From an optimization exercise on the open Yosys and OpenROAD flow, aimed at small area; shortcuts taken in it are not production practice.
Only simulation tests tie the RTL to the original design; equivalence was not proved.
No activity file was given, so power comes from the tool's default toggle rates.

Design conv1_layer, start of the top module:
module conv1_layer (
  input clk,
  input rst_n,
  input [7:0] data_in,
  output [11:0] conv_out_1, conv_out_2, conv_out_3,
  output valid_out_conv
);
clock: 15.0 ns
lec_check: 0
abc_area: 1
cap_margin: 20
core_margin: 2
core_utilization: 55
gpl_timing_driven: 0
slew_margin: 20
synth_hierarchical: 1
standard.sh (not shown) runs the stock make flow with config.mk's settings and CLKGATE_MAP_FILE= SYNTH_SCRIPT=/design/flow/synth_recipe.tcl, a recipe that flattens the netlist after the stock synthesis.
==> flow/flow/run.sh <==
#!/bin/bash
# Standard ORFS layout, with one extra step after synthesis: the combinational
# logic of the standard netlist is re-mapped by ABC for area (registers and
# adder cells are kept as synthesized), then the standard flow continues.
set -euo pipefail
R=orfs/results/$FLOW_PLATFORM/conv1_layer/base
LOGD=orfs/logs/$FLOW_PLATFORM/conv1_layer/base
bash standard.sh synth > 1_standard_synth.log 2>&1
python3 flow/clean.py $R/1_2_yosys.v pre.v > 2_clean.log 2>&1
LIB=$FLOW_HOME/platforms/sky130hd/lib/sky130_fd_sc_hd__tt_025C_1v80.lib
DU=$(grep "^abc -script" $LOGD/1_2_yosys.log | grep -o "\-dont_use [^ ]*" | tr '\n' ' ')
KEEP=$(grep -o "sky130_fd_sc_hd__\(df\|fa_\|ha_\|conb\|dl\|sdf\|edf\)[a-z0-9_]*" $R/1_2_yosys.v | sort -u | tr '\n' ' ')
sed -e "s|@LIB@|$LIB|g" -e "s|@DU@|$DU|g" -e "s|@KEEP@|$KEEP|g" -e "s|@ABCSCRIPT@|flow/abc_min.script|g" flow/post.ys.in > post.ys
yosys -s post.ys > 3_post_yosys.log 2>&1
cp $R/1_2_yosys.v 1_2_yosys.standard.v
cp post.v $R/1_2_yosys.v
rm -f $R/1_synth.odb $R/1_synth.sdc
if [[ -f flow/cts_args.txt ]]; then export CTS_ARGS="$(cat flow/cts_args.txt)"; fi
bash standard.sh finish > 4_standard_finish.log 2>&1
==> flow/flow/cts_args.txt <==
-sink_clustering_enable -repair_clock_nets -dont_use_dummy_load -buf_list sky130_fd_sc_hd__clkbuf_8 -sink_clustering_size 20 -sink_clustering_max_diameter 60
Other scripts of this flow, unchanged in this note and not shown: flow/flow/abc_min.script, flow/flow/clean.py, flow/flow/post.ys.in
The baseline finished clean.
Next try:
==> flow/flow/cts_args.txt (replaced) <==
-sink_clustering_enable -repair_clock_nets -dont_use_dummy_load -buf_list sky130_fd_sc_hd__clkbuf_4 -sink_clustering_size 10 -sink_clustering_max_diameter 45
Settings changed: CORE_UTILIZATION 55 to 40.
Outcome: The changed run finished with timing, DRC and antenna clean; utilization came out lower by 15 points; total power came out higher by 1.1%; clock-buffer cell count came out higher by 78; final cell count came out higher by 9.0%; die area came out higher by 37%; synthesized area stays the same; setup slack got worse by 280 ps; hold slack got worse by 14 ps; non-clock buffer count came out lower by 1.

========
Another version of the RTL of conv1_layer (not shown whole).
Size: roughly 5,100 cells after synthesis, about 0.056 mm² of cells after synthesis.
clock: 15.0 ns
lec_check: 0
abc_area: 1
cap_margin: 20
core_margin: 2
core_utilization: 65
gpl_timing_driven: 0
slew_margin: 20
synth_hierarchical: 1
==> flow/flow/run.sh <==
#!/bin/bash
# Standard ORFS layout, with one extra step after synthesis: the combinational
# logic of the standard netlist is re-mapped by ABC for area (registers and
# adder cells are kept as synthesized), then the standard flow continues.
set -euo pipefail
R=orfs/results/$FLOW_PLATFORM/conv1_layer/base
LOGD=orfs/logs/$FLOW_PLATFORM/conv1_layer/base
bash standard.sh synth > 1_standard_synth.log 2>&1
python3 flow/clean.py $R/1_2_yosys.v pre.v > 2_clean.log 2>&1
LIB=$FLOW_HOME/platforms/sky130hd/lib/sky130_fd_sc_hd__tt_025C_1v80.lib
DU=$(grep "^abc -script" $LOGD/1_2_yosys.log | grep -o "\-dont_use [^ ]*" | tr '\n' ' ')
KEEP=$(grep -o "sky130_fd_sc_hd__\(df\|fa_\|ha_\|conb\|dl\|sdf\|edf\)[a-z0-9_]*" $R/1_2_yosys.v | sort -u | tr '\n' ' ')
sed -e "s|@LIB@|$LIB|g" -e "s|@DU@|$DU|g" -e "s|@KEEP@|$KEEP|g" -e "s|@ABCSCRIPT@|flow/abc_min.script|g" flow/post.ys.in > post.ys
yosys -s post.ys > 3_post_yosys.log 2>&1
cp $R/1_2_yosys.v 1_2_yosys.standard.v
cp post.v $R/1_2_yosys.v
rm -f $R/1_synth.odb $R/1_synth.sdc
if [[ -f flow/buffer_ports_args.txt ]]; then export BUFFER_PORTS_ARGS="$(cat flow/buffer_ports_args.txt)"; fi
if [[ -f flow/cts_args.txt ]]; then export CTS_ARGS="$(cat flow/cts_args.txt)"; fi
bash standard.sh finish > 4_standard_finish.log 2>&1
==> flow/flow/buffer_ports_args.txt <==
-buffer_cell sky130_fd_sc_hd__buf_1
Other scripts of this flow, unchanged in this note and not shown: flow/flow/abc_min.script, flow/flow/clean.py, flow/flow/cts_args.txt, flow/flow/post.ys.in
Rerun with:
--- a/flow/flow/run.sh
+++ b/flow/flow/run.sh
@@ -17,3 +17,2 @@
 rm -f $R/1_synth.odb $R/1_synth.sdc
-if [[ -f flow/buffer_ports_args.txt ]]; then export BUFFER_PORTS_ARGS="$(cat flow/buffer_ports_args.txt)"; fi
 if [[ -f flow/cts_args.txt ]]; then export CTS_ARGS="$(cat flow/cts_args.txt)"; fi
removed: flow/flow/buffer_ports_args.txt
- The new run finished with timing, DRC and antenna clean
- area after synthesis stays the same
- clock skew decreases by 0.032 ns
- final area increases slightly
- setup slack gains 0.19 ns
- register-to-register slack is better by 0.19 ns
- synthesized cell count does not change
- via count barely changes
- core utilization went up by 0.33 points
- fmax came out higher slightly
- routed wire length is about the same

========
conv1_layer with an RTL version that a note above also has.
Size in the first run: ~57,000 um^2 of cells after synthesis.
export LEC_CHECK = 0
export ABC_AREA = 1
export CAP_MARGIN = 20
export CORE_MARGIN = 2
export CORE_UTILIZATION = 40
export SLEW_MARGIN = 20
export SYNTH_HIERARCHICAL = 1
create_clock -name core_clock -period 15.0 [get_ports {clk}]
==> flow/flow/run.sh <==
#!/bin/bash
# Standard ORFS layout, with one extra step after synthesis: the combinational
# logic of the standard netlist is re-mapped by ABC for area (registers and
# adder cells are kept as synthesized), then the standard flow continues.
set -euo pipefail
R=orfs/results/$FLOW_PLATFORM/conv1_layer/base
LOGD=orfs/logs/$FLOW_PLATFORM/conv1_layer/base
bash standard.sh synth > 1_standard_synth.log 2>&1
python3 flow/clean.py $R/1_2_yosys.v pre.v > 2_clean.log 2>&1
LIB=$FLOW_HOME/platforms/sky130hd/lib/sky130_fd_sc_hd__tt_025C_1v80.lib
DU=$(grep "^abc -script" $LOGD/1_2_yosys.log | grep -o "\-dont_use [^ ]*" | tr '\n' ' ')
KEEP=$(grep -o "sky130_fd_sc_hd__\(df\|fa_\|ha_\|conb\|dl\|sdf\|edf\)[a-z0-9_]*" $R/1_2_yosys.v | sort -u | tr '\n' ' ')
sed -e "s|@LIB@|$LIB|g" -e "s|@DU@|$DU|g" -e "s|@KEEP@|$KEEP|g" -e "s|@ABCSCRIPT@|flow/abc_min.script|g" flow/post.ys.in > post.ys
yosys -s post.ys > 3_post_yosys.log 2>&1
cp $R/1_2_yosys.v 1_2_yosys.standard.v
cp post.v $R/1_2_yosys.v
rm -f $R/1_synth.odb $R/1_synth.sdc
if [[ -f flow/cts_args.txt ]]; then export CTS_ARGS="$(cat flow/cts_args.txt)"; fi
bash standard.sh finish > 4_standard_finish.log 2>&1
==> flow/flow/cts_args.txt <==
-sink_clustering_enable -repair_clock_nets -dont_use_dummy_load -buf_list sky130_fd_sc_hd__clkbuf_16 -sink_clustering_size 32 -sink_clustering_max_diameter 90
Other scripts of this flow, unchanged in this note and not shown: flow/flow/abc_min.script, flow/flow/clean.py, flow/flow/post.ys.in
The baseline finished with timing, DRC and antenna clean.
Edit:
==> flow/flow/cts_args.txt (replaced) <==
-sink_clustering_enable -repair_clock_nets -dont_use_dummy_load -buf_list sky130_fd_sc_hd__clkbuf_4 -sink_clustering_size 10 -sink_clustering_max_diameter 45
- CORE_UTILIZATION: 40 -> 55
- GPL_TIMING_DRIVEN: unset -> 0
What happened: The changed run completed without violations; cell area went down by a few percent; hold slack gets worse by 0.032 ns; via count went up slightly; global-route usage went up by 7.3 points; synthesized cell count stays the same; clock power went down by about a fifth; die area went down by a quarter to a third; routed wire length went down by roughly a tenth; combinational power went up by a few percent; critical path depth is unchanged; worst setup slack gets worse by 0.40 ns.
Edit:
==> flow/flow/cts_args.txt (replaced) <==
-sink_clustering_enable -repair_clock_nets -dont_use_dummy_load -buf_list sky130_fd_sc_hd__clkbuf_8 -sink_clustering_size 20 -sink_clustering_max_diameter 90
- CORE_UTILIZATION: 55 -> 40
Result:
- The changed run went through all stages and came out clean
- total power grows by 0.43%
- combinational power barely changes
- non-clock buffer count shrinks by 1
- via count shrinks by 1.3%
- design area grows by 0.92%
- global-route usage shrinks by 11 points
- synthesized cell count is unchanged
- cell count grows by 6.5%
- maximum frequency shrinks by 2.1%
Edit:
==> flow/flow/cts_args.txt (replaced) <==
-sink_clustering_enable -repair_clock_nets -dont_use_dummy_load
- GPL_TIMING_DRIVEN: 0 -> unset
The new run ran to the end with no violations; first-iteration DRC count came out lower by a few percent; final cell count came out higher slightly; fmax came out higher by a few percent.

========
conv1_layer again, from the RTL that the note above started with.
clock: 15.0 ns
lec_check: 0
abc_area: 1
cap_margin: 20
core_margin: 2
core_utilization: 40
slew_margin: 20
synth_hierarchical: 1
==> flow/flow/abc_min.script <==
strash
dch -f
map -a
topo
dnsize -c
==> flow/flow/clean.py <==
import re,sys
# Replace half adders whose SUM output is unused by plain AND gates.
src=open(sys.argv[1]).read()
cells=list(re.finditer(r'(sky130_fd_sc_hd__ha_1)\s+(\S+)\s*\((.*?)\);',src,re.S))
# count net references
refs={}
for m in re.finditer(r'\.(\w+)\(([^()]*)\)',src):
    n=m.group(2).strip(); refs[n]=refs.get(n,0)+1
out=[];last=0;nrep=0
for m in cells:
    pins=dict((p,n.strip()+' ') for p,n in re.findall(r'\.(\w+)\(([^()]*)\)',m.group(3)))
    s=pins.get('SUM','').strip()
    if s=='' or refs.get(s,0)<=1:
        out.append(src[last:m.start()])
        out.append(f"sky130_fd_sc_hd__and2_1 {m.group(2)} (\n    .A({pins['A']}),\n    .B({pins['B']}),\n    .X({pins['COUT']})\n  );")
        last=m.end(); nrep+=1
out.append(src[last:])
open(sys.argv[2],'w').write(''.join(out))
print('replaced',nrep,'half adders',file=sys.stderr)
==> flow/flow/cts_args.txt <==
-sink_clustering_enable -repair_clock_nets -dont_use_dummy_load -buf_list sky130_fd_sc_hd__clkbuf_8 -sink_clustering_size 20 -sink_clustering_max_diameter 60
==> flow/flow/post.ys.in <==
# Re-map the combinational logic of the standard synthesis netlist with ABC's
# area script. Registers, full adders and half adders stay as they are.
read_liberty -ignore_miss_func @LIB@
read_verilog pre.v
hierarchy -top conv1_layer
setattr -mod -set keep_hierarchy 1 @KEEP@
flatten
select conv1_layer
opt_clean -purge
abc -script @ABCSCRIPT@ -liberty @LIB@ @DU@ -D 10000
opt_clean -purge
splitnets
opt_clean -purge
hilomap -singleton -hicell sky130_fd_sc_hd__conb_1 HI -locell sky130_fd_sc_hd__conb_1 LO
insbuf -buf sky130_fd_sc_hd__buf_4 A X
opt_clean -purge
select -clear
select conv1_layer
stat -liberty @LIB@
check
write_verilog -noattr -nohex -nodec -selected post.v
Scripts as last shown in full above: flow/flow/run.sh
The first run finished with timing, DRC and antenna clean.
Next try:
- GPL_TIMING_DRIVEN: default -> 0
Cell count shrinks slightly.
Wire length went down by roughly a tenth.
Flip-flop and latch count does not change.

## re-timing with driven ports
The flow's constraints put no driver on any port. The routed layouts listed below were extracted and timed again, unchanged, in two steps. Step 1, drivers: a clkbuf_16 drives clk and a buf_2 each remaining input, both assumed. Step 2 also shifts input and output timing later by t, the mid clock arrival at the registers, as if the neighbouring blocks saw the same clock. Three values: ideal ports, drivers, drivers and shift; two values: the first two.
| run | shift t [ns] | setup WS [ns] | worst setup path at the end | pins driven straight from the clock port |
|---|---|---|---|---|
| the first run of note 1 | 0.799 | 2.732 / 2.732 / 2.732 | register to register | 1 |
| the second run of note 1 | 1.214 | 2.454 / 2.454 / 2.454 | register to register | 1 |
| the first run of note 2 | 1.220 | 2.856 / 2.856 / 2.856 | register to register | 1 |
| the second run of note 2 | 1.225 | 3.050 / 3.050 / 3.050 | register to register | 1 |
| the first run of note 3 | 0.762 | 3.247 / 3.247 / 3.247 | register to register | 1 |
| the second run of note 3 | 1.131 | 2.849 / 2.849 / 2.849 | register to register | 1 |
| the third run of note 3 | 0.892 | 2.590 / 2.590 / 2.590 | register to register | 1 |
| the fourth run of note 3 | 0.794 | 3.282 / 3.282 / 3.282 | register to register | 1 |
| the first run of note 4 | 0.896 | 3.233 / 3.233 / 3.233 | register to register | 1 |
| the second run of note 4 | 0.871 | 2.440 / 2.440 / 2.440 | register to register | 1 |
After both steps setup and hold are still met in every run listed.
